Source: an optimization exercise on an open RTL-to-GDS flow (aim: small area). Production flows keep margins and buffers that such runs may drop.
The RTL was checked by simulation tests, not by an equivalence proof against the original design.
Power and IR drop assume default switching activity.

==> flow/design.v <==
module project(
	CLOCK_50,
	KEY,
	SW,
	plot,
	x,
	y,
	colour,
	HEX0,
	HEX1,
	HEX2
	);
	input          CLOCK_50;
	input  [9:0]   SW;
	input  [3:0]   KEY;
	output reg     plot;
	output [7:0]   x;
	output [6:0]   y;
	output reg [2:0] colour;
	output [6:0]   HEX0, HEX1, HEX2;
	wire clk = CLOCK_50;
	wire rn  = KEY[0];
	localparam S_CLR = 5'd0,  S_ENT = 5'd1,  S_BG  = 5'd2,
	           S_C1  = 5'd3,  S_C2  = 5'd4,  S_C21 = 5'd5,  S_C3  = 5'd6,
	           S_C4  = 5'd7,  S_C5  = 5'd8,  S_C6  = 5'd9,  S_C61 = 5'd10,
	           S_C7  = 5'd11, S_C8  = 5'd12, S_C9  = 5'd13, S_C91 = 5'd14,
	           S_C10 = 5'd15, S_C11 = 5'd16, S_C12 = 5'd17, S_HUM = 5'd18,
	           S_CRU = 5'd19, S_END = 5'd20;
	reg [4:0] st;
	reg [3:0] ph;
	reg [7:0] u;
	reg [6:0] v;
	reg [6:0] x1, x2, x3, x4, x5, x6, x7, x8, x11, x12;
	reg r2, r6;                   
	reg [7:0] x9, x10;            
	reg [6:0] y9, y10;
	reg [7:0] hx;                 
	reg [6:0] hy;
	reg [1:0] hq;                 
	reg [2:0] hcol;               
	reg fr1, frL, fe10;           
	reg level_up, crushed, endgame;
	reg right, down, right1, down1;
	reg [7:0] cxr;                
	wire iscar = (st >= S_C1) && (st <= S_C12);
	wire ismoto = (st == S_C9) || (st == S_C91) || (st == S_C10);
	wire iswide = (st == S_C2) || (st == S_C21) || (st == S_C6) || (st == S_C61);
	wire active = iscar && ((st < S_C9) || level_up);
	reg [6:0] cy;
	reg [2:0] ccol;
	reg [12:0] lterm;
	reg first;
	always @(*) begin
		cy = 7'd0; ccol = 3'd0; lterm = 13'd0;
		first = 1'b0;
		case (st)
		S_C1:  begin cy = 7'd27; ccol = 3'b001; lterm = 13'd168;  first = fr1; end
		S_C2,
		S_C21: begin cy = 7'd60; ccol = 3'b010; lterm = 13'd420; end
		S_C3:  begin cy = 7'd90; ccol = 3'b011; lterm = 13'd420;  first = fr1; end
		S_C4:  begin cy = 7'd27; ccol = 3'b100; lterm = 13'd84;   first = fr1; end
		S_C5:  begin cy = 7'd27; ccol = 3'b101; lterm = 13'd168;  first = fr1; end
		S_C6,
		S_C61: begin cy = 7'd60; ccol = 3'b110; lterm = 13'd420; end
		S_C7:  begin cy = 7'd90; ccol = 3'b111; lterm = 13'd420;  first = fr1; end
		S_C8:  begin cy = 7'd90; ccol = 3'b001; lterm = 13'd4170; first = fr1; end
		S_C9:  begin cy = y9;  ccol = 3'b110; lterm = 13'd167; first = frL; end
		S_C91: begin cy = y9;  ccol = 3'b110; lterm = 13'd167; end
		S_C10: begin cy = y10; ccol = 3'b110; lterm = 13'd167; first = frL; end
		S_C11: begin cy = 7'd45; ccol = 3'b001; lterm = 13'd18;  first = frL; end
		S_C12: begin cy = 7'd75; ccol = 3'b011; lterm = 13'd45;  first = frL; end
		default: ;
		endcase
	end
	reg cdir, cdy;
	always @(*) begin
		cdir = 1'b1; cdy = 1'b1;
		case (st)
		S_C2, S_C21: cdir = r2;
		S_C6, S_C61: cdir = r6;
		S_C9, S_C91: begin cdir = right; cdy = down; end
		S_C10: begin cdir = right1; cdy = down1; end
		default: ;
		endcase
	end
	wire wrapcar = !ismoto && !iswide;
	wire [7:0] nx = (wrapcar && cx == 8'd127) ? 8'd26 : (cdir ? cx + 1'b1 : cx - 1'b1);
	wire [6:0] ny = cdy ? cy + 1'b1 : cy - 1'b1;
	wire [7:0] cx = cxr;
	wire [12:0] R = {v[4:0], u};
	wire [12:0] lend = lterm + first;
	wire mfe = ((st == S_C91) && frL) || ((st == S_C10) && fe10);
	wire erase_done = ismoto ? (mfe ? (R == 13'd0) : (R == 13'd4)) :
	                  iswide ? (R == 13'd64) : (R == 13'd32);
	wire draw_done = (R == lend);
	wire mvl = SW[3] && (hx != 8'd26);
	wire mvr = SW[2] && (hx != 8'd133) && ((hx == 8'd26) || !SW[3]);
	wire mvu = SW[1] && (hy != 7'd21);
	wire mvd = SW[0] && (hy != 7'd102) && ((hy == 7'd21) || !SW[1]);
	wire jump = (hy == 7'd9) || (hy == 7'd5) || (hx == 8'd9) || (hx == 8'd4);
	wire [7:0] nhx = jump ? 8'd26 : hx + {{7{mvl}}, mvl | mvr};
	wire [6:0] nhy = jump ? 7'd21 : hy + {{6{mvu}}, mvu | mvd};
	wire hmove = ((st == S_HUM) && (u == 8'd9)) ||
	             ((st == S_CLR) && (ph == 4'd1) && (v == 7'd0) && (u == 8'd9));
	wire newxy = active && (ph == 4'd2);
	always @(posedge clk) begin
		if (!rn) begin
			st <= S_CLR; ph <= 4'd0; u <= 8'd0; v <= 7'd0;
			fr1 <= 1'b1; frL <= 1'b1; fe10 <= 1'b0;
		end else begin
			case (st)
			S_CLR: begin
				if (ph == 4'd0) begin
					ph <= 4'd1; u <= u + 1'b1;
				end else if (ph == 4'd1) begin
					if (u == 8'd160) begin
						u <= 8'd0;
						if (v == 7'd120) begin v <= 7'd0; ph <= 4'd2; end
						else v <= v + 1'b1;
					end else u <= u + 1'b1;
				end else begin
					st <= S_ENT; ph <= 4'd0; u <= 8'd0; v <= 7'd0;
				end
			end
			S_ENT: begin
				if (ph == 4'd0) ph <= 4'd1;
				else if (ph == 4'd5) begin st <= S_BG; ph <= 4'd0; end
				else begin
					if ((ph == 4'd1 && u == 8'd15 && v == 7'd15) ||
					    (ph == 4'd2 && u == 8'd7 && v == 7'd7) ||
					    (ph >= 4'd3 && u == 8'd1 && v == 7'd1)) begin
						ph <= ph + 1'b1; u <= 8'd0; v <= 7'd0;
					end else if ((ph == 4'd1 && u == 8'd15) ||
					             (ph == 4'd2 && u == 8'd7) ||
					             (ph >= 4'd3 && u == 8'd1)) begin
						u <= 8'd0; v <= v + 1'b1;
					end else u <= u + 1'b1;
				end
			end
			S_BG: begin
				if (ph == 4'd0) ph <= 4'd1;
				else if (ph == 4'd6) begin st <= S_C1; ph <= 4'd0; end
				else if (ph == 4'd5) begin
					if (u == 8'd1 && v == 7'd1) begin ph <= 4'd6; u <= 8'd0; v <= 7'd0; end
					else if (u == 8'd1) begin u <= 8'd0; v <= v + 1'b1; end
					else u <= u + 1'b1;
				end else begin
					if (((ph == 4'd1 || ph == 4'd2) && u == 8'd110) ||
					    ((ph == 4'd3 || ph == 4'd4) && u == 8'd84)) begin
						ph <= ph + 1'b1; u <= 8'd0;
					end else u <= u + 1'b1;
				end
			end
			S_HUM: begin
				if (u == 8'd17) begin st <= S_CRU; u <= 8'd0; end
				else u <= u + 1'b1;
			end
			S_CRU: begin
				if (!crushed && ph == 4'd0) st <= S_END;
				else if (ph == 4'd0) ph <= 4'd1;
				else if (ph != 4'd8) begin
					if ((ph == 4'd1 && v == 7'd20) ||
					    (ph == 4'd2 && v == 7'd30) ||
					    (ph == 4'd3 && v == 7'd10) ||
					    (ph == 4'd4 && v == 7'd4 && u == 8'd7) ||
					    (ph == 4'd5 && v == 7'd35) ||
					    (ph == 4'd6 && v == 7'd4 && u == 8'd7) ||
					    (ph == 4'd7 && v == 7'd3)) begin
						ph <= ph + 1'b1; u <= 8'd0; v <= 7'd0;
					end else if ((ph == 4'd1 && u == 8'd10) ||
					             (ph == 4'd2 && u == 8'd20) ||
					             (ph == 4'd3 && u == 8'd3) ||
					             (ph == 4'd4 && u == 8'd7) ||
					             (ph == 4'd5 && u == 8'd60) ||
					             (ph == 4'd6 && u == 8'd7) ||
					             (ph == 4'd7 && u == 8'd7)) begin
						u <= 8'd0; v <= v + 1'b1;
					end else u <= u + 1'b1;
				end
			end
			S_END: begin
				if (!endgame && ph == 4'd0) st <= S_BG;
				else if (ph == 4'd0) ph <= 4'd1;
				else if (ph != 4'd12) begin
					if ((ph == 4'd1 && v == 7'd25 && u == 8'd3) ||
					    (ph == 4'd2 && v == 7'd20 && u == 8'd3) ||
					    (ph == 4'd3 && v == 7'd15 && u == 8'd3) ||
					    (ph == 4'd4 && v == 7'd22 && u == 8'd3) ||
					    (ph == 4'd5 && v == 7'd25 && u == 8'd3) ||
					    (ph == 4'd6 && v == 7'd40 && u == 8'd7) ||
					    (ph == 4'd7 && v == 7'd40 && u == 8'd3) ||
					    (ph == 4'd8 && v == 7'd20 && u == 8'd3) ||
					    (ph == 4'd9 && v == 7'd20 && u == 8'd3) ||
					    (ph == 4'd10 && v == 7'd20 && u == 8'd3) ||
					    (ph == 4'd11 && v == 7'd40 && u == 8'd3)) begin
						ph <= ph + 1'b1; u <= 8'd0; v <= 7'd0;
					end else if ((ph == 4'd6 && u == 8'd7) || (ph != 4'd6 && u == 8'd3)) begin
						u <= 8'd0; v <= v + 1'b1;
					end else u <= u + 1'b1;
				end
			end
			default: begin  
				if (!active) st <= st + 1'b1;
				else case (ph)
				4'd0: ph <= 4'd1;
				4'd1: begin
					if (erase_done) ph <= 4'd2;
					{v[4:0], u} <= R + 1'b1;
				end
				4'd2: begin
					ph <= 4'd3;
					u <= ismoto ? 8'd0 : 8'd1; v <= 7'd0;
				end
				default: begin
					if (draw_done) begin
						st <= st + 1'b1; ph <= 4'd0; u <= 8'd0; v <= 7'd0;
						if (st == S_C8) fr1 <= 1'b0;
						if (st == S_C12) frL <= 1'b0;
						if (st == S_C10) fe10 <= frL;
					end else {v[4:0], u} <= R + 1'b1;
				end
				endcase
			end
			endcase
		end
	end
	always @(posedge clk) begin
		if (!rn) begin
			x1 <= 7'd27; x2 <= 7'd28; x3 <= 7'd47; x4 <= 7'd64; x5 <= 7'd102;
			x6 <= 7'd106; x7 <= 7'd87; x8 <= 7'd107; x11 <= 7'd45; x12 <= 7'd62;
			r2 <= 1'b1; r6 <= 1'b1;
			x9 <= 8'd30; y9 <= 7'd28; x10 <= 8'd60; y10 <= 7'd91;
			hx <= 8'd5; hy <= 7'd7;
			hq <= 2'd1;
		end else begin
			if (newxy) begin
				case (st)
				S_C1:  x1 <= nx[6:0];
				S_C2, S_C21: begin
					x2 <= nx[6:0];
					if (nx[6:0] == 7'd65) r2 <= 1'b0;
					else if (nx[6:0] == 7'd26) r2 <= 1'b1;
				end
				S_C3:  x3 <= nx[6:0];
				S_C4:  x4 <= nx[6:0];
				S_C5:  x5 <= nx[6:0];
				S_C6, S_C61: begin
					x6 <= nx[6:0];
					if (nx[6:0] == 7'd119) r6 <= 1'b0;
					else if (nx[6:0] == 7'd80) r6 <= 1'b1;
				end
				S_C7:  x7 <= nx[6:0];
				S_C8:  x8 <= nx[6:0];
				S_C9, S_C91: begin x9 <= nx; y9 <= ny; end
				S_C10: begin x10 <= nx; y10 <= ny; end
				S_C11: x11 <= nx[6:0];
				S_C12: x12 <= nx[6:0];
				default: ;
				endcase
			end
			if (hmove) begin hx <= nhx; hy <= nhy; end
			if (st == S_HUM && u != 8'd0 && u != 8'd9) hq <= hq + 1'b1;
		end
	end
	always @(posedge clk) begin
		if (iscar && ph == 4'd0) cxr <= pmux;
		else if (newxy) cxr <= nx;
	end
	always @(posedge clk) begin
		if (!rn) hcol <= 3'b000;
		else if (st == S_HUM && u >= 8'd1 && u <= 8'd8) hcol <= 3'b000;
		else hcol <= SW[6:4];
	end
	reg [4:0] sc;           
	reg pv, pr, pdv, pd;    
	reg [2:0] hf;           
	reg phit;
	reg [3:0] cidx;
	always @(*) begin
		case (st)
		S_C1: cidx = 4'd0;
		S_C4: cidx = 4'd1;
		S_C5: cidx = 4'd2;
		S_C11: cidx = 4'd3;
		S_C2, S_C21: cidx = 4'd4;
		S_C6, S_C61: cidx = 4'd5;
		S_C12: cidx = 4'd6;
		S_C3: cidx = 4'd7;
		S_C7: cidx = 4'd8;
		S_C8: cidx = 4'd9;
		S_C9, S_C91: cidx = 4'd10;
		default: cidx = 4'd11;
		endcase
	end
	wire crstep = (sc == 5'd10);
	wire hstep = (st == S_HUM) && (u <= 8'd9);
	wire hsub = crstep || hstep;
	wire sm = sc[4];
	wire [3:0] sk = sc[3:0];
	wire [3:0] msel = (iscar && (ph == 4'd0 || crstep)) ? cidx : hstep ? u[3:0] : sk;
	reg [7:0] pmux;
	always @(*) begin
		case (msel)
		4'd0: pmux = {1'b0, x1};
		4'd1: pmux = {1'b0, x4};
		4'd2: pmux = {1'b0, x5};
		4'd3: pmux = {1'b0, x11};
		4'd4: pmux = {1'b0, x2};
		4'd5: pmux = {1'b0, x6};
		4'd6: pmux = {1'b0, x12};
		4'd7: pmux = {1'b0, x3};
		4'd8: pmux = {1'b0, x7};
		4'd9: pmux = {1'b0, x8};
		4'd10: pmux = x9;
		default: pmux = x10;
		endcase
	end
	wire [7:0] sx = hsub ? hx : (sm ? x10 : x9);
	wire [6:0] sy = hsub ? hy : (sm ? y10 : y9);
	wire g1  = (msel <= 4'd2);
	wire g11 = (msel == 4'd3);
	wire g2  = (msel == 4'd4) || (msel == 4'd5);
	wire g12 = (msel == 4'd6);
	wire g3  = (msel >= 4'd7) && (msel <= 4'd9);
	wire srl = g1  ? (sy >= 7'd27 && sy <= 7'd31) :
	           g11 ? (sy >= 7'd45 && sy <= 7'd49) :
	           g2  ? (sy >= 7'd60 && sy <= 7'd64) :
	           g12 ? (sy >= 7'd75 && sy <= 7'd79) :
	           g3  ? (sy >= 7'd90 && sy <= 7'd94) : 1'b0;
	wire slw = g1  ? (sy >= 7'd26 && sy <= 7'd32) :
	           g11 ? (sy >= 7'd44 && sy <= 7'd50) :
	           g2  ? (sy >= 7'd59 && sy <= 7'd65) :
	           g12 ? (sy >= 7'd74 && sy <= 7'd80) :
	           g3  ? (sy >= 7'd89 && sy <= 7'd95) : 1'b0;
	wire sdtop = g1 ? (sy == 7'd26) : g11 ? (sy == 7'd45) : g2 ? (sy == 7'd59) :
	             g12 ? (sy == 7'd75) : g3 ? (sy == 7'd89) : 1'b0;
	wire sdbot = g1 ? (sy == 7'd32) : g11 ? (sy == 7'd49) : g2 ? (sy == 7'd65) :
	             g12 ? (sy == 7'd79) : g3 ? (sy == 7'd95) : 1'b0;
	wire gok = !(g11 || g12) || level_up;
	wire [8:0] sd = {1'b0, sx} - {1'b0, pmux};
	wire sneg = sd[8];
	wire [7:0] sdl = sd[7:0];
	wire in0 = !sneg && (g2 ? (sdl <= 8'd16) : (sdl <= 8'd8));
	wire inm = !sneg && (sdl != 8'd0) && (g2 ? (sdl <= 8'd17) : (sdl <= 8'd9));
	wire inp = (sd == 9'h1FF) || (!sneg && (g2 ? (sdl <= 8'd15) : (sdl <= 8'd7)));
	wire eqw = !sneg && (g2 ? (sdl == 8'd16) : (sdl == 8'd8));
	wire eqm3 = (sd == 9'h1FD);
	wire sf1 = srl && eqw;
	wire sf0 = srl && eqm3;
	wire sdt = sdtop && in0;
	wire sdb = sdbot && in0;
	wire first_step = (sk == 4'd0);
	wire pv0  = first_step ? ((sx <= 8'd26) || (sx >= 8'd130)) : pv;
	wire pr0  = first_step ? (sx <= 8'd26) : pr;
	wire pdv0 = first_step ? ((sy == 7'd24) || (sy == 7'd103)) : pdv;
	wire pd0  = first_step ? (sy == 7'd24) : pd;
	wire pv1  = pv0 || sf1 || sf0;
	wire pr1  = sf1 ? 1'b1 : sf0 ? 1'b0 : pr0;
	wire pdv1 = pdv0 || sdt || sdb;
	wire pd1  = sdt ? 1'b0 : sdb ? 1'b1 : pd0;
	wire scan_on = (sc != 5'd31) && !crstep;
	always @(posedge clk) begin
		if (!rn) begin
			sc <= 5'd31;
			right <= 1'b1; down <= 1'b1; right1 <= 1'b1; down1 <= 1'b1;
		end else if (newxy) begin
			sc <= 5'd10;
		end else if (crstep) begin
			sc <= 5'd0;
		end else if (scan_on) begin
			pv <= pv1; pr <= pr1; pdv <= pdv1; pd <= pd1;
			if (sk == 4'd9) begin
				sc <= sm ? 5'd31 : 5'd16;
				if (sm) begin
					if (pv1) right1 <= pr1;
					if (pdv1) down1 <= pd1;
				end else begin
					if (pv1) right <= pr1;
					if (pdv1) down <= pd1;
				end
			end else sc <= sc + 1'b1;
		end
	end
	wire hvalid = slw && gok;
	wire [2:0] hf1 = (u == 8'd0 ? 3'b000 : hf) | {3{hvalid}} & {inp, in0, inm};
	wire nlane = (nhy >= 7'd27 && nhy <= 7'd31) || (nhy >= 7'd45 && nhy <= 7'd49) ||
	             (nhy >= 7'd60 && nhy <= 7'd64) || (nhy >= 7'd75 && nhy <= 7'd79) ||
	             (nhy >= 7'd90 && nhy <= 7'd94);
	always @(posedge clk) begin
		if (hstep) hf <= hf1;
		if (hstep && u == 8'd9)
			phit <= !jump && nlane && (mvl ? hf1[0] : mvr ? hf1[2] : hf1[1]);
		else
			phit <= 1'b0;
	end
	wire crhit = crstep && iscar && srl && in0 && gok;
	wire L11 = (hy >= 7'd45) && (hy <= 7'd49);
	wire L12 = (hy >= 7'd75) && (hy <= 7'd79);
	wire [6:0] hy1 = hy + 1'b1;
	wire [7:0] hx1 = hx + 1'b1;
	wire m9y  = (hy == y9)  || (hy1 == y9);
	wire m10y = (hy == y10) || (hy1 == y10);
	wire hit9  = (hx == x9)  || (hx1 == x9);
	wire hit10 = (hx == x10) || (hx1 == x10);
	wire mhit = level_up && !L11 && !L12 && (m9y ? hit9 : (m10y && hit10));
	wire egame = level_up && !L11 && !L12 && !m9y && !m10y && (hx == 8'd133) && (hy == 7'd21);
	always@(posedge clk)
	begin
		if(!rn)
			level_up<= 1'b0;
		else if((hx == 8'd133) && (hy == 7'd102))
			level_up <= 1'b1;
	end
	always @(posedge clk) begin
		if (!rn) begin
			crushed <= 1'b0;
			endgame <= 1'b0;
		end else begin
			if (mhit || crhit || phit) crushed <= 1'b1;
			if (egame) endgame <= 1'b1;
		end
	end
	reg ENcount;
	always @(posedge clk) begin
		if (!rn) ENcount <= 1'b0;
		else if (hx == 8'd26 && hy == 7'd21) ENcount <= 1'b1;
		else if (endgame || crushed) ENcount <= 1'b0;
	end
	reg [15:0] rdiv;
	reg [3:0] d0, d1, d2;
	wire tick = (rdiv == 16'hd887);
	always @(posedge clk) begin
		if (!rn) rdiv <= 16'd1;
		else if (tick) rdiv <= 16'd1;
		else if (ENcount) rdiv <= {rdiv[14:0], rdiv[15] ^ rdiv[13] ^ rdiv[12] ^ rdiv[10]};
	end
	always @(posedge clk) begin
		if (!rn) begin d0 <= 4'd0; d1 <= 4'd0; d2 <= 4'd0; end
		else if (d0 == 4'd10) begin d0 <= 4'd0; d1 <= d1 + 1'b1; end
		else if (d1 == 4'd10) begin d1 <= 4'd0; d2 <= d2 + 1'b1; end
		else if (tick) d0 <= d0 + 1'b1;
	end
	seg7 s0(.c(d0), .LED(HEX0));
	seg7 s1(.c(d1), .LED(HEX1));
	seg7 s2(.c(d2), .LED(HEX2));
	reg [7:0] bx, ox;
	reg [6:0] by, oy;
	reg offen;
	wire [1:0] hqm = hq - 1'b1;
	always @(*) begin
		plot = 1'b0; bx = 8'd0; by = 7'd0; ox = 8'd0; oy = 7'd0; colour = 3'b000;
		offen = 1'b1;
		case (st)
		S_CLR: begin
			plot = (ph != 4'd0); ox = u; oy = v; offen = rn;
		end
		S_ENT: begin
			case (ph)
			4'd1: begin plot = 1'b1; ox = u; oy = v; colour = 3'b100; end
			4'd2: begin plot = 1'b1; bx = 8'd4; by = 7'd4; ox = u; oy = v;
			            colour = (v == 7'd0) ? 3'b100 : 3'b000; end
			4'd3: begin plot = 1'b1; bx = 8'd133; by = 7'd102; ox = u; oy = v;
			            colour = (u == 8'd0 && v == 7'd0) ? 3'b000 : 3'b110; end
			4'd4: begin plot = 1'b1; bx = 8'd133; by = 7'd21; ox = u; oy = v; colour = 3'b010; end
			default: ;
			endcase
		end
		S_BG: begin
			colour = 3'b100;
			case (ph)
			4'd1: begin plot = 1'b1; bx = 8'd25; by = 7'd20; ox = u; end
			4'd2: begin plot = 1'b1; bx = 8'd25; by = 7'd104; ox = u; end
			4'd3: begin plot = 1'b1; bx = 8'd25; by = 7'd20; oy = u[6:0]; end
			4'd4: begin plot = 1'b1; bx = 8'd135; by = 7'd20; oy = u[6:0]; end
			4'd5: begin plot = 1'b1; bx = 8'd133; by = 7'd21; ox = u; oy = v; end
			default: ;
			endcase
		end
		S_HUM: begin
			plot = (u != 8'd8) && (u != 8'd17);
			bx = hx; by = hy; colour = hcol; offen = rn;
			if (u == 8'd0 || u == 8'd9) begin ox = {7'd0, hqm[0]}; oy = {6'd0, hqm[1]}; end
			else begin ox = {7'd0, hq[0]}; oy = {6'd0, hq[1]}; end
		end
		S_CRU: begin
			colour = (ph == 4'd1 && u == 8'd0 && v == 7'd0) ? 3'b000 : 3'b011;
			ox = u; oy = v;
			plot = (ph != 4'd0) && (ph != 4'd8);
			case (ph)
			4'd1: begin bx = 8'd80;  by = 7'd50; end
			4'd2: begin bx = 8'd90;  by = 7'd40; end
			4'd3: begin bx = 8'd110; by = 7'd55; end
			4'd4: begin bx = 8'd87;  by = 7'd70; end
			4'd5: begin bx = 8'd113; by = 7'd35; end
			4'd6: begin bx = 8'd120; by = 7'd70; end
			4'd7: begin bx = 8'd83;  by = 7'd47; end
			default: ;
			endcase
		end
		S_END: begin
			colour = 3'b011;
			ox = u; oy = v;
			plot = (ph != 4'd0) && (ph != 4'd12);
			case (ph)
			4'd1:  begin bx = 8'd40;  by = 7'd40; end
			4'd2:  begin bx = 8'd44;  by = 7'd60; end
			4'd3:  begin bx = 8'd48;  by = 7'd50; end
			4'd4:  begin bx = 8'd52;  by = 7'd60; end
			4'd5:  begin bx = 8'd56;  by = 7'd40; end
			4'd6:  begin bx = 8'd70;  by = 7'd40; end
			4'd7:  begin bx = 8'd88;  by = 7'd40; end
			4'd8:  begin bx = 8'd92;  by = 7'd40; end
			4'd9:  begin bx = 8'd96;  by = 7'd50; end
			4'd10: begin bx = 8'd100; by = 7'd60; end
			4'd11: begin bx = 8'd104; by = 7'd40; end
			default: ;
			endcase
		end
		default: begin  
			if (active) begin
				plot = (ph == 4'd1) || (ph == 4'd3);
				bx = cx; by = cy; offen = rn;
				colour = (ph == 4'd3 && rn) ? ccol : 3'b000;
				if (ismoto) ox = {6'd0, u[1:0]};
				else if (iswide) begin ox = {4'd0, u[3:0]}; oy = {5'd0, u[5:4]}; end
				else begin ox = {5'd0, u[2:0]}; oy = {5'd0, u[4:3]}; end
			end
		end
		endcase
	end
	assign x = bx + (offen ? ox : 8'd0);
	assign y = by + (offen ? oy : 7'd0);
endmodule
module seg7 (LED, c);
	input [3:0] c;
	output [6:0] LED;
	assign LED[0] = ~c[3] & ~c[2] & ~c[1] & c[0] | ~c[3] & c[2] & ~c[1] & ~c[0] | c[3] & ~c[2] & c[1] & c[0] | c[3] & c[2] & ~c[1] & c[0];
	assign LED[1] = ~c[3] & c[2] & ~c[1] & c[0] | c[3] & c[2] & ~c[0] | c[3] & c[1] & c[0] | c[2] & c[1] & ~c[0];
	assign LED[2] = c[3] & c[2] & ~c[0] | c[3] & c[2] & c[1] | ~c[3] & ~c[2] & c[1] & ~c[0];
	assign LED[3] = ~c[3] & c[2] & ~c[1] & ~c[0] | ~c[3] & ~c[2] & ~c[1] & c[0] | c[2] & c[1] & c[0] | c[3] & ~c[2] & c[1] & ~c[0];
	assign LED[4] = ~c[3] & c[2] & ~c[1] | ~c[3] & c[0] | ~c[2] & ~c[1] & c[0];
	assign LED[5] = ~c[3] & ~c[2] & c[0] | ~c[3] & c[1] & c[0] | ~c[3] & ~c[2] & c[1] | c[3] & c[2] & ~c[1] & c[0];
	assign LED[6] = ~c[3] & ~c[2] & ~c[1] | c[3] & c[2] & ~c[1] & ~c[0] | ~c[3] & c[2] & c[1] & c[0];
endmodule
==> flow/run.sh <==
#!/bin/bash
# synth_recipe.tcl (not shown) runs the flow's synth.tcl, then flattens the netlist and writes it again
# the make line also repeats each setting of config.mk as NAME=value (left out here)
make -C /OpenROAD-flow-scripts/flow DESIGN_CONFIG=/design/flow/config.mk WORK_HOME=/design/flow/orfs CLKGATE_MAP_FILE= SYNTH_SCRIPT=/design/flow/synth_recipe.tcl finish
==> flow/config.mk <==
export PLATFORM = sky130hd
export DESIGN_NAME = project
export DESIGN_NICKNAME = project
export VERILOG_FILES = /design/flow/design.v
export SDC_FILE = /design/flow/constraint.sdc
export NUM_CORES = 4
export LEC_CHECK = 0
export ABC_AREA = 1
export CAP_MARGIN = 20
export CORE_MARGIN = 2
export CORE_UTILIZATION = 40
export SLEW_MARGIN = 20
==> flow/constraint.sdc <==
create_clock -name core_clock -period 10.0 [get_ports {CLOCK_50}]
set_input_delay 2.0000 -clock core_clock [delete_from_list [all_inputs] [get_ports {CLOCK_50}]]
set_output_delay 2.0000 -clock core_clock [all_outputs]
set_load 0.01 [all_outputs]
==> metrics.json, run 1 <==
{
  "die": {
    "die-width_um": 215,
    "rows": 77,
    "floorplan.die_area_sq_um": 46000,
    "die-height_um": 215,
    "floorplan.core_area_sq_um": 43900,
    "boundaryPins": 55,
    "initial_utilization_pct": 40.4
  },
  "flow_run": {
    "cap_violations": 0
  },
  "clocking": {
    "maximum_clock_path_buffer_count": 3,
    "cts-resized-gates": 0,
    "clock_sinks": 221,
    "cts_root_buf": "sky130_fd_sc_hd__clkbuf_16",
    "cts_hold_buffers": 0,
    "clkTransAtPathRegs_ns": 0.06,
    "tritoncts_clock_tree": "yes",
    "clkLatencyLatePin_ns": 0.57,
    "number_of_clock_buffers_inserted_by_tritoncts": 28,
    "cts_setup_buffers": 0,
    "cts-htree-levels": 1
  },
  "placed_design": {
    "hpwlAfterDp_um": 47700,
    "instance_area_at_placement_sq_um": 18600,
    "place.port_buffers": 48,
    "globalplace.congestion": 0.986,
    "dpl_worst_slack_ns": 2.03
  },
  "timing": {
    "finalHoldViolCount": 0,
    "worst_clock_skew_ns": 0.0178,
    "final_critical_path_setup_slack_ns": 1.19,
    "finalMaxSlewViolations": 0,
    "final_min_period_over_clock_period_pct": 88.1,
    "min_period_ns": 8.81,
    "max_freq_mhz": 114,
    "worstMarginPinSlew_ns": 1.03,
    "finalSetupViolations": 0,
    "setup_total_negative_slack_ns": 0,
    "timing.max_slew.rel_slack_pct": 31.0,
    "rsz0062_at_grt": "false"
  },
  "final_layout": {
    "register_area_sq_um": 4570,
    "final_area_sq_um": 19500,
    "layout.nets": 2819,
    "multi_input_comb_area_sq_um": 11200,
    "drive_above_1_share_pct": 7.26,
    "fill_cells": 4710,
    "area_growth_pct": 10.2,
    "antenna_cells": 0
  },
  "drt": {
    "drt-pass1-iter-count": 6,
    "dr_total_vias": 18800,
    "antenna_left": 0,
    "wl_per_cell_um": 19.0,
    "drcViolationCount": 0,
    "iter_0_drt_violations": 1839,
    "drt-vias-per-instance": 5.67,
    "drt_wl_total_um": 63100
  },
  "synth": {
    "synth_cell_types": 72,
    "netlist_instances": 2706,
    "netlist.top_cell.by_area": "sky130_fd_sc_hd__dfxtp_1",
    "synth-edff-count": 15,
    "synth_top_cells_by_area": "sky130_fd_sc_hd__dfxtp_1 (23%), sky130_fd_sc_hd__nand2_1 (11%), sky130_fd_sc_hd__inv_1 (7.6%), sky130_fd_sc_hd__ha_1 (6.5%), sky130_fd_sc_hd__a21oi_1 (6.2%)",
    "synth_top_cell_area_share_pct": 23.3,
    "syn_avg_cell_area_sq_um": 6.55,
    "synth_sequential_area_ratio_pct": 25.8,
    "async_set_or_reset_flop_fraction_in_the_synthesized_netlist_pct": 0,
    "synth_area_sq_um": 17700,
    "post_synthesis_net_count": 2820,
    "top_reg_cell_synth": "sky130_fd_sc_hd__dfxtp_1",
    "synth-seq-cells": 221,
    "synth.yosys.warnings": 1
  },
  "worst_setup_path": {
    "cp_max_fo": 15,
    "critPathKind": "reg2out",
    "worstPathRequired_ns": 8.00,
    "timing.critical_path.mode_cell": "sky130_fd_sc_hd__inv_1",
    "cp.buffers_inverters": 7,
    "startpoint_type": "flop",
    "critical_path.top_delay_family": "simple AND/OR/NAND/NOR gates",
    "cp-end-kind": "output pin",
    "cp_slowest_cell": "sky130_fd_sc_hd__nor2_2",
    "worst-endpoint-arrival_ns": 6.81,
    "slowest_delay_ns": 0.59
  },
  "power": {
    "power_frac_seq_pct": 20.3,
    "power.density_nw_per_um2": 285,
    "power.switching_mw": 2.92,
    "irDropWorstVdd_mv": 0.204,
    "internal-power_mw": 2.64,
    "clkPwrFrac_pct": 18.6,
    "power_frac_comb_pct": 61.1,
    "fin_total_pwr_mw": 5.56,
    "cellLeakagePower_nw": 9.00,
    "netSwitchingFraction_pct": 52.6
  },
  "global_route": {
    "pin_count_of_the_biggest_net_entering_global_routing": 62,
    "antenna_found_initial": 0,
    "global_route.usage.total_pct": 26.7,
    "via_count_of_the_first_global_routing_pass": 17800,
    "overflow": 0,
    "wire_length_of_the_first_global_routing_pass_um": 99300
  },
  "worst_hold_path": {
    "worst_hold_path_type": "reg2reg"
  },
  "run_status": {
    "result_of_the_run": "timing/DRC/antenna clean"
  }
}
[path summary, 6_finish.rpt]
check                           cells past startpoint     to  slack (ns)  start
worst min-delay path                                2    fr1        0.46    fr1
worst max-delay path                               25   y[6]        1.19  st[0]
worst max register to register                     30  down1        3.40  sc[4]
worst min register to register                      2    fr1        0.46    fr1
[placed cells by master, fill, tap and decap left out, types with 27 or more instances in the layout]
master                            netlist  final
sky130_fd_sc_hd__a21oi_1              220    220
sky130_fd_sc_hd__clkbuf_16              0     30
sky130_fd_sc_hd__clkdlybuf4s50_1        0     47
sky130_fd_sc_hd__dfxtp_1              206    206
sky130_fd_sc_hd__ha_1                  92     92
sky130_fd_sc_hd__inv_1                358    358
sky130_fd_sc_hd__inv_2                 41     41
sky130_fd_sc_hd__nand2_1              507    507
sky130_fd_sc_hd__nand3_1              192    192
sky130_fd_sc_hd__nand4_1               48     48
sky130_fd_sc_hd__nor2_1               234    234
sky130_fd_sc_hd__nor3_1                50     50
sky130_fd_sc_hd__o211ai_1              38     38
sky130_fd_sc_hd__o21ai_0              206    206
sky130_fd_sc_hd__o22ai_1               27     27
sky130_fd_sc_hd__xnor2_1               27     27
sky130_fd_sc_hd__xor2_1                64     64
[worst reg2reg max path: cells and delay by family (launching register included)]
| family | cells | cell delay, ns |
|---|---|---|
| simple gates | 14 | 2.65 |
| xor+xnor | 1 | 0.18 |
| buf+inv | 6 | 0.80 |
| fa+ha+maj | 1 | 0.35 |
| flops | 1 | 1.00 |
| compound gates | 8 | 1.48 |
[power by group through the flow]
stage          Clock (mW)  Combinational, mW  Sequential [mW]
6_report             1.04               3.40             1.13
5_1_grt              1.08               3.75             1.14
4_1_cts              1.05               3.34             1.13
3_5_place_dp            0               3.32             1.14
3_3_place_gp            0               3.29             1.14
2_1_floorplan           0               2.42             1.07
[logic make-up (layout without fill, tap and decap cells)]
group	Yosys count	count (layout)	share of synthesized area, %
buffers and inverters	495	515	10.9
AND/OR/NAND/NOR	1148	1148	29.7
XOR/XNOR	91	91	4.50
adder cells (fa/ha/maj)	99	99	7.28
multiplexers	1	1	0.0565
flip-flops	221	221	25.8
AO/OA/AOI/OAI	651	651	21.7
[flip-flops by register name, indices dropped and copies added, names as in the netlist, 7 cells and up, named ones only]
register	flops
rdiv	16
cxr	8
hx	8
u	8
x10	8
x9	8
hy	7
v	7
x11	7
x12	7
x1	7
x2	7
x3	7
x4	7
x5	7
x6	7
x7	7
x8	7
y10	7
y9	7
[Yosys cell counts, types with 12 or more instances]
library cell,number
sky130_fd_sc_hd__nor2_4,13
sky130_fd_sc_hd__nor2_2,24
sky130_fd_sc_hd__buf_2,13
sky130_fd_sc_hd__nor3_1,50
sky130_fd_sc_hd__o211ai_1,38
sky130_fd_sc_hd__inv_2,41
sky130_fd_sc_hd__a31oi_1,17
sky130_fd_sc_hd__o2111ai_1,14
sky130_fd_sc_hd__nand3_1,192
sky130_fd_sc_hd__o22ai_1,27
sky130_fd_sc_hd__xnor2_1,27
sky130_fd_sc_hd__a211oi_1,18
sky130_fd_sc_hd__inv_1,358
sky130_fd_sc_hd__nor2_1,234
sky130_fd_sc_hd__o21ai_0,206
sky130_fd_sc_hd__edfxtp_1,15
sky130_fd_sc_hd__o21ai_1,24
sky130_fd_sc_hd__xor2_1,64
sky130_fd_sc_hd__clkbuf_1,55
sky130_fd_sc_hd__dfxtp_1,206
sky130_fd_sc_hd__ha_1,92
sky130_fd_sc_hd__nand2_1,507
sky130_fd_sc_hd__a21oi_1,220
sky130_fd_sc_hd__nand4_1,48
sky130_fd_sc_hd__o21bai_1,12
sky130_fd_sc_hd__nand2_2,16
[metal layers]
layer / GRT usage (%) / vias to the layer above / wire length (um)
li1: - / 9094 / -
met4: 9.54 / 0 / 2240
met5: 0 / - / 0
met3: 3.16 / 128 / 4260
met1: 37.1 / 8876 / 28600
met2: 42.8 / 724 / 28000
[stage by stage]
stage	util, %	cells	hold slack (ns)
floorplan	-	2706	0.430
global placement	42.4	3267	0.446
detailed placement	42.4	3267	0.451
CTS	44.5	3318	0.459
global route	44.5	3318	0.481
finish	44.5	3318	0.459
[final cells by class]
type / count / share of cell area, %
clock buffer: 42 / 4.23
sequential: 221 / 23.4
timing repair buffer: 59 / 2.87
inverter: 405 / 7.79
multi-input combinational: 1990 / 57.4
tap: 592 / 3.79
clock inverter: 9 / 0.525
==> run 2, diff against run 1 <==
--- a/flow/design.v
+++ b/flow/design.v
@@ -30,7 +30,7 @@
 	reg [3:0] ph;
 	reg [7:0] u;
 	reg [6:0] v;
-	reg [6:0] x1, x2, x3, x4, x5, x6, x7, x8, x11, x12;
+	reg [6:0] x1, x2, x6, x11;
 	reg r2, r6;                   
 	reg [7:0] x9, x10;            
 	reg [6:0] y9, y10;
@@ -226,8 +226,7 @@
 	end
 	always @(posedge clk) begin
 		if (!rn) begin
-			x1 <= 7'd27; x2 <= 7'd28; x3 <= 7'd47; x4 <= 7'd64; x5 <= 7'd102;
-			x6 <= 7'd106; x7 <= 7'd87; x8 <= 7'd107; x11 <= 7'd45; x12 <= 7'd62;
+			x1 <= 7'd27; x2 <= 7'd28; x6 <= 7'd106; x11 <= 7'd45;
 			r2 <= 1'b1; r6 <= 1'b1;
 			x9 <= 8'd30; y9 <= 7'd28; x10 <= 8'd60; y10 <= 7'd91;
 			hx <= 8'd5; hy <= 7'd7;
@@ -241,20 +240,14 @@
 					if (nx[6:0] == 7'd65) r2 <= 1'b0;
 					else if (nx[6:0] == 7'd26) r2 <= 1'b1;
 				end
-				S_C3:  x3 <= nx[6:0];
-				S_C4:  x4 <= nx[6:0];
-				S_C5:  x5 <= nx[6:0];
 				S_C6, S_C61: begin
 					x6 <= nx[6:0];
 					if (nx[6:0] == 7'd119) r6 <= 1'b0;
 					else if (nx[6:0] == 7'd80) r6 <= 1'b1;
 				end
-				S_C7:  x7 <= nx[6:0];
-				S_C8:  x8 <= nx[6:0];
 				S_C9, S_C91: begin x9 <= nx; y9 <= ny; end
 				S_C10: begin x10 <= nx; y10 <= ny; end
 				S_C11: x11 <= nx[6:0];
-				S_C12: x12 <= nx[6:0];
 				default: ;
 				endcase
 			end
@@ -298,21 +291,39 @@
 	wire sm = sc[4];
 	wire [3:0] sk = sc[3:0];
 	wire [3:0] msel = (iscar && (ph == 4'd0 || crstep)) ? cidx : hstep ? u[3:0] : sk;
+	wire c1m = (st > S_C1) || (st == S_C1 && ph == 4'd3);
+	wire ny3 = (st < S_C3) || (st == S_C3 && ph != 4'd3);
+	wire ny4 = (st < S_C4) || (st == S_C4 && ph != 4'd3);
+	wire ny5 = (st < S_C5) || (st == S_C5 && ph != 4'd3);
+	wire ny7 = (st < S_C7) || (st == S_C7 && ph != 4'd3);
+	wire ny8 = (st < S_C8) || (st == S_C8 && ph != 4'd3);
+	wire lag12 = level_up && ((st == S_C11 && ph == 4'd3) || (st == S_C12 && ph != 4'd3));
+	reg [7:0] koff;
+	reg rgb;
+	always @(*) begin
+		koff = 8'd0; rgb = 1'b0;
+		case (msel)
+		4'd1: koff = 8'd37 - (c1m && ny4);
+		4'd2: koff = 8'd75 - (c1m && ny5);
+		4'd3: rgb = 1'b1;
+		4'd6: begin rgb = 1'b1;
+		      koff = 8'd17 - lag12; end
+		4'd7: koff = 8'd20 - (c1m && ny3);
+		4'd8: koff = 8'd60 - (c1m && ny7);
+		4'd9: koff = 8'd80 - (c1m && ny8);
+		default: ;
+		endcase
+	end
+	wire [7:0] rp = {1'b0, rgb ? x11 : x1} + koff;
+	wire [7:0] rpos = rp[7] ? rp - 8'd102 : rp;
 	reg [7:0] pmux;
 	always @(*) begin
 		case (msel)
-		4'd0: pmux = {1'b0, x1};
-		4'd1: pmux = {1'b0, x4};
-		4'd2: pmux = {1'b0, x5};
-		4'd3: pmux = {1'b0, x11};
 		4'd4: pmux = {1'b0, x2};
 		4'd5: pmux = {1'b0, x6};
-		4'd6: pmux = {1'b0, x12};
-		4'd7: pmux = {1'b0, x3};
-		4'd8: pmux = {1'b0, x7};
-		4'd9: pmux = {1'b0, x8};
 		4'd10: pmux = x9;
-		default: pmux = x10;
+		4'd11: pmux = x10;
+		default: pmux = rpos;
 		endcase
 	end
 	wire [7:0] sx = hsub ? hx : (sm ? x10 : x9);
@@ -322,20 +333,14 @@
 	wire g2  = (msel == 4'd4) || (msel == 4'd5);
 	wire g12 = (msel == 4'd6);
 	wire g3  = (msel >= 4'd7) && (msel <= 4'd9);
-	wire srl = g1  ? (sy >= 7'd27 && sy <= 7'd31) :
-	           g11 ? (sy >= 7'd45 && sy <= 7'd49) :
-	           g2  ? (sy >= 7'd60 && sy <= 7'd64) :
-	           g12 ? (sy >= 7'd75 && sy <= 7'd79) :
-	           g3  ? (sy >= 7'd90 && sy <= 7'd94) : 1'b0;
-	wire slw = g1  ? (sy >= 7'd26 && sy <= 7'd32) :
-	           g11 ? (sy >= 7'd44 && sy <= 7'd50) :
-	           g2  ? (sy >= 7'd59 && sy <= 7'd65) :
-	           g12 ? (sy >= 7'd74 && sy <= 7'd80) :
-	           g3  ? (sy >= 7'd89 && sy <= 7'd95) : 1'b0;
-	wire sdtop = g1 ? (sy == 7'd26) : g11 ? (sy == 7'd45) : g2 ? (sy == 7'd59) :
-	             g12 ? (sy == 7'd75) : g3 ? (sy == 7'd89) : 1'b0;
-	wire sdbot = g1 ? (sy == 7'd32) : g11 ? (sy == 7'd49) : g2 ? (sy == 7'd65) :
-	             g12 ? (sy == 7'd79) : g3 ? (sy == 7'd95) : 1'b0;
+	wire gany = g1 || g11 || g2 || g12 || g3;
+	wire gsq = g11 || g12;      
+	wire [6:0] ybase = g1 ? 7'd27 : g11 ? 7'd45 : g2 ? 7'd60 : g12 ? 7'd75 : 7'd90;
+	wire [7:0] ydf = {1'b0, sy} - {1'b0, ybase};
+	wire srl = gany && !ydf[7] && (ydf[6:0] <= 7'd4);
+	wire slw = gany && ((ydf == 8'hFF) || (!ydf[7] && (ydf[6:0] <= 7'd5)));
+	wire sdtop = gany && (gsq ? (ydf == 8'd0) : (ydf == 8'hFF));
+	wire sdbot = gany && (gsq ? (ydf == 8'd4) : (ydf == 8'd5));
 	wire gok = !(g11 || g12) || level_up;
 	wire [8:0] sd = {1'b0, sx} - {1'b0, pmux};
 	wire sneg = sd[8];
==> metrics.json, run 2 <==
{
  "synth": {
    "yosys-top-cells-count": "sky130_fd_sc_hd__nand2_1 (537), sky130_fd_sc_hd__inv_1 (331), sky130_fd_sc_hd__nor2_1 (234)",
    "synth-seq-cells": 179,
    "netlist.top_cell.by_area": "sky130_fd_sc_hd__dfxtp_1",
    "yosysMostFrequentCell": "sky130_fd_sc_hd__nand2_1",
    "synth_sequential_area_ratio_pct": 22.8,
    "synth_top_family_by_area": "simple AND/OR/NAND/NOR gates",
    "top_reg_cell_synth": "sky130_fd_sc_hd__dfxtp_1",
    "syn_avg_cell_area_sq_um": 6.43,
    "post_synth_mux_area_share_pct": 0.122,
    "synth-edff-count": 15,
    "xor_xnor_cell_area_share_of_the_yosys_netlist_pct": 5.56,
    "synth_top_cells_by_area": "sky130_fd_sc_hd__dfxtp_1 (20%), sky130_fd_sc_hd__nand2_1 (12%), sky130_fd_sc_hd__ha_1 (8.1%), sky130_fd_sc_hd__inv_1 (7.6%), sky130_fd_sc_hd__a21oi_1 (5.7%)",
    "synth_area_sq_um": 16400,
    "synth_top_cell_area_share_pct": 20.0,
    "post_synthesis_net_count": 2680,
    "netlist_instances": 2550,
    "adder_cell_share_of_the_synthesized_area_pct": 9.19,
    "synth.yosys.warnings": 1,
    "async_set_or_reset_flop_fraction_in_the_synthesized_netlist_pct": 0,
    "synth_simple_gate_area_share_pct": 32.3,
    "synth_compound_gate_area_share_pct": 19.8,
    "synth_cell_types": 71
  },
  "worst_setup_path": {
    "worst-endpoint-arrival_ns": 8.59,
    "critPathKind": "reg2reg",
    "regToRegEndpoint": "down",
    "startpoint_type": "flop",
    "slowest_delay_ns": 0.54,
    "cp_slowest_cell": "sky130_fd_sc_hd__nand3_1",
    "worstPathRequired_ns": 10.32,
    "cp.buffers_inverters": 7,
    "cp-end-kind": "flop",
    "register_to_register_path_setup_slack_ns": 1.73,
    "r2r-start": "st[0]",
    "path_depth_of_the_worst_reg2reg_path": 46,
    "critical_path.top_delay_family": "simple AND/OR/NAND/NOR gates",
    "cp_max_fo": 16,
    "timing.critical_path.mode_cell": "sky130_fd_sc_hd__nand2_1"
  },
  "drt": {
    "wl_per_cell_um": 18.8,
    "drt-pass1-iter-count": 6,
    "drcViolationCount": 0,
    "dr_total_vias": 17700,
    "iter_0_drt_violations": 1813,
    "antenna_left": 0,
    "drt_wl_total_um": 58100,
    "drt-vias-per-instance": 5.70
  },
  "clocking": {
    "cts-htree-levels": 4,
    "clkLatencyLatePin_ns": 0.47,
    "cts_setup_buffers": 0,
    "cts_root_buf": "sky130_fd_sc_hd__clkbuf_16",
    "tritoncts_clock_tree": "yes",
    "cts_hold_buffers": 0,
    "cts-resized-gates": 0,
    "clock_sinks": 179,
    "maximum_clock_path_buffer_count": 2,
    "clkTransAtPathRegs_ns": 0.08,
    "number_of_clock_buffers_inserted_by_tritoncts": 17
  },
  "die": {
    "die-width_um": 206,
    "floorplan.core_area_sq_um": 40600,
    "rows": 74,
    "floorplan.die_area_sq_um": 42600,
    "boundaryPins": 55,
    "initial_utilization_pct": 40.3,
    "die-height_um": 206
  },
  "power": {
    "irDropWorstVdd_mv": 0.227,
    "cellLeakagePower_nw": 8.24,
    "power.density_nw_per_um2": 323
  },
  "timing": {
    "final_min_period_over_clock_period_pct": 82.7,
    "max_freq_mhz": 121,
    "min_period_ns": 8.27,
    "worst_clock_skew_ns": 0.0155,
    "final_critical_path_setup_slack_ns": 1.73,
    "timing.max_slew.rel_slack_pct": 26.1,
    "finalHoldViolCount": 0,
    "finalSetupViolations": 0,
    "rsz0062_at_grt": "false",
    "worstMarginPinSlew_ns": 1.10,
    "finalMaxSlewViolations": 0,
    "setup_total_negative_slack_ns": 0
  },
  "final_layout": {
    "mostFrequentLayoutCell": "sky130_fd_sc_hd__nand2_1",
    "multi_input_comb_area_sq_um": 11000,
    "final_area_sq_um": 17900,
    "instances_no_fill": 3099,
    "drive_above_1_share_pct": 5.96,
    "max_flop_register": "rdiv",
    "antenna_cells": 0,
    "most-common-layout-cells": "sky130_fd_sc_hd__nand2_1 (537), sky130_fd_sc_hd__inv_1 (330), sky130_fd_sc_hd__nor2_1 (234), sky130_fd_sc_hd__a21oi_1 (187), sky130_fd_sc_hd__nand3_1 (182)",
    "layout.nets": 2684,
    "register_area_sq_um": 3730,
    "area_growth_pct": 8.96,
    "largest_register_ff_count": 16,
    "fill_cells": 4300
  },
  "placed_design": {
    "place.port_buffers": 48,
    "hpwlAfterDp_um": 45300,
    "dpl_worst_slack_ns": 1.91,
    "instance_area_at_placement_sq_um": 17300,
    "dp.cells": 3067,
    "globalplace.congestion": 0.999
  },
  "global_route": {
    "overflow": 0,
    "antenna_found_initial": 0,
    "pin_count_of_the_biggest_net_entering_global_routing": 74,
    "global_route.usage.total_pct": 27.3,
    "wire_length_of_the_first_global_routing_pass_um": 90800,
    "via_count_of_the_first_global_routing_pass": 16500
  },
  "worst_hold_path": {
    "worst_hold_path_type": "reg2reg",
    "whs_path_depth": 2,
    "hold-path-endpoint": "right1",
    "worst_hold_startpoint": "right1"
  },
  "flow_run": {
    "cap_violations": 0
  },
  "run_status": {
    "result_of_the_run": "timing/DRC/antenna clean"
  }
}
[run 2: cell count changes after synthesis, moves of 10 or more]
cell,previous run,this run
sky130_fd_sc_hd__nand3_1,192,182
sky130_fd_sc_hd__inv_2,41,23
sky130_fd_sc_hd__a21oi_1,220,187
sky130_fd_sc_hd__inv_1,358,331
sky130_fd_sc_hd__nor2_2,24,12
sky130_fd_sc_hd__o21ai_0,206,175
sky130_fd_sc_hd__o2111ai_1,14,24
sky130_fd_sc_hd__dfxtp_1,206,164
sky130_fd_sc_hd__o21ai_1,24,11
sky130_fd_sc_hd__nand2_1,507,537
sky130_fd_sc_hd__o22ai_1,27,13
sky130_fd_sc_hd__ha_1,92,106
[run 2: cell families (layout without fill, tap and decap cells)]
group	after synthesis	count (layout)
simple gates	1165	1165
compound gates	548	548
buf+inv	437	454
flops	179	179
fa+ha+maj	115	115
xor+xnor	104	104
mux	2	2
[run 2: metal layers]
metal,up-vias,track usage [%],routed length (um)
li1,8580,-,-
met1,8325,35.9,25900
met2,632,45.4,26800
met3,122,3.64,3510
met4,0,10.2,2020
met5,-,0,0
[run 2: worst reg2reg max path: cells and delay by family, from the launching register on]
kind | cells | cell delay [ns]
AND/OR/NAND/NOR | 27 | 4.20
AO/OA/AOI/OAI | 9 | 1.89
adder cells (fa/ha/maj) | 3 | 0.96
buffers and inverters | 7 | 0.71
flip-flops | 1 | 0.37
[run 2: where the power goes]
part	internal [mW]	switching (mW)	total [mW]
logic	1.31	2.85	4.16
clock network	0.335	0.329	0.665
registers	0.838	0.105	0.942
[run 2: worst max-delay path by stage]
stage	startpoint	to	slack [ns]	cells after the start
final	st[0]	down	1.73	46
after detailed placement	st[0]	down1	1.91	46
after global routing	st[0]	down1	0.91	46
after floorplan	KEY[0]	y[6]	3.64	15
after CTS	st[0]	down	1.85	46
after global placement	st[0]	down1	2.05	45
[run 2: metrics by stage]
stage	power, mW	util [%]	hold slack, ns
2_1_floorplan	3.90	-	0.429
3_3_place_gp	4.95	42.6	0.443
3_5_place_dp	5.02	42.6	0.447
4_1_cts	5.70	43.9	0.467
5_1_grt	6.30	43.9	0.494
6_report	5.76	43.9	0.473
[run 2: area by class of cell]
cell class / instances / area share [%]
multi-input cells: 1934 / 61.5
clock inverters: 13 / 0.547
repair buffers: 59 / 3.14
inverters: 363 / 7.65
flip-flops and latches: 179 / 20.9
clock buffers: 19 / 2.54
well taps: 532 / 3.73

## static timing again, ports no longer ideal
How much do the figures lean on ideal ports? The routed layouts below were timed once more, with nothing changed but the port constraints.
Step 1 assumes that a clkbuf_16 drives the clock port and a buf_2 every other input.
Step 2 times the ports against the registers' clock, not the clock port: input delays grow and output delays shrink by t, the midpoint of the rising clock arrivals with the driver on.
Slacks: ideal ports / drivers / drivers and shift; pairs: ideal ports / drivers.
run	shift t [ns]	slack for setup (ns)	hold WS [ns]
run 1	0.614	1.190 / 1.134 / 1.748	0.459 / 0.459 / 0.459
run 2	0.510	1.729 / 1.729 / 1.729	0.473 / 0.473 / 0.473
After both steps setup and hold are still met in every run listed.
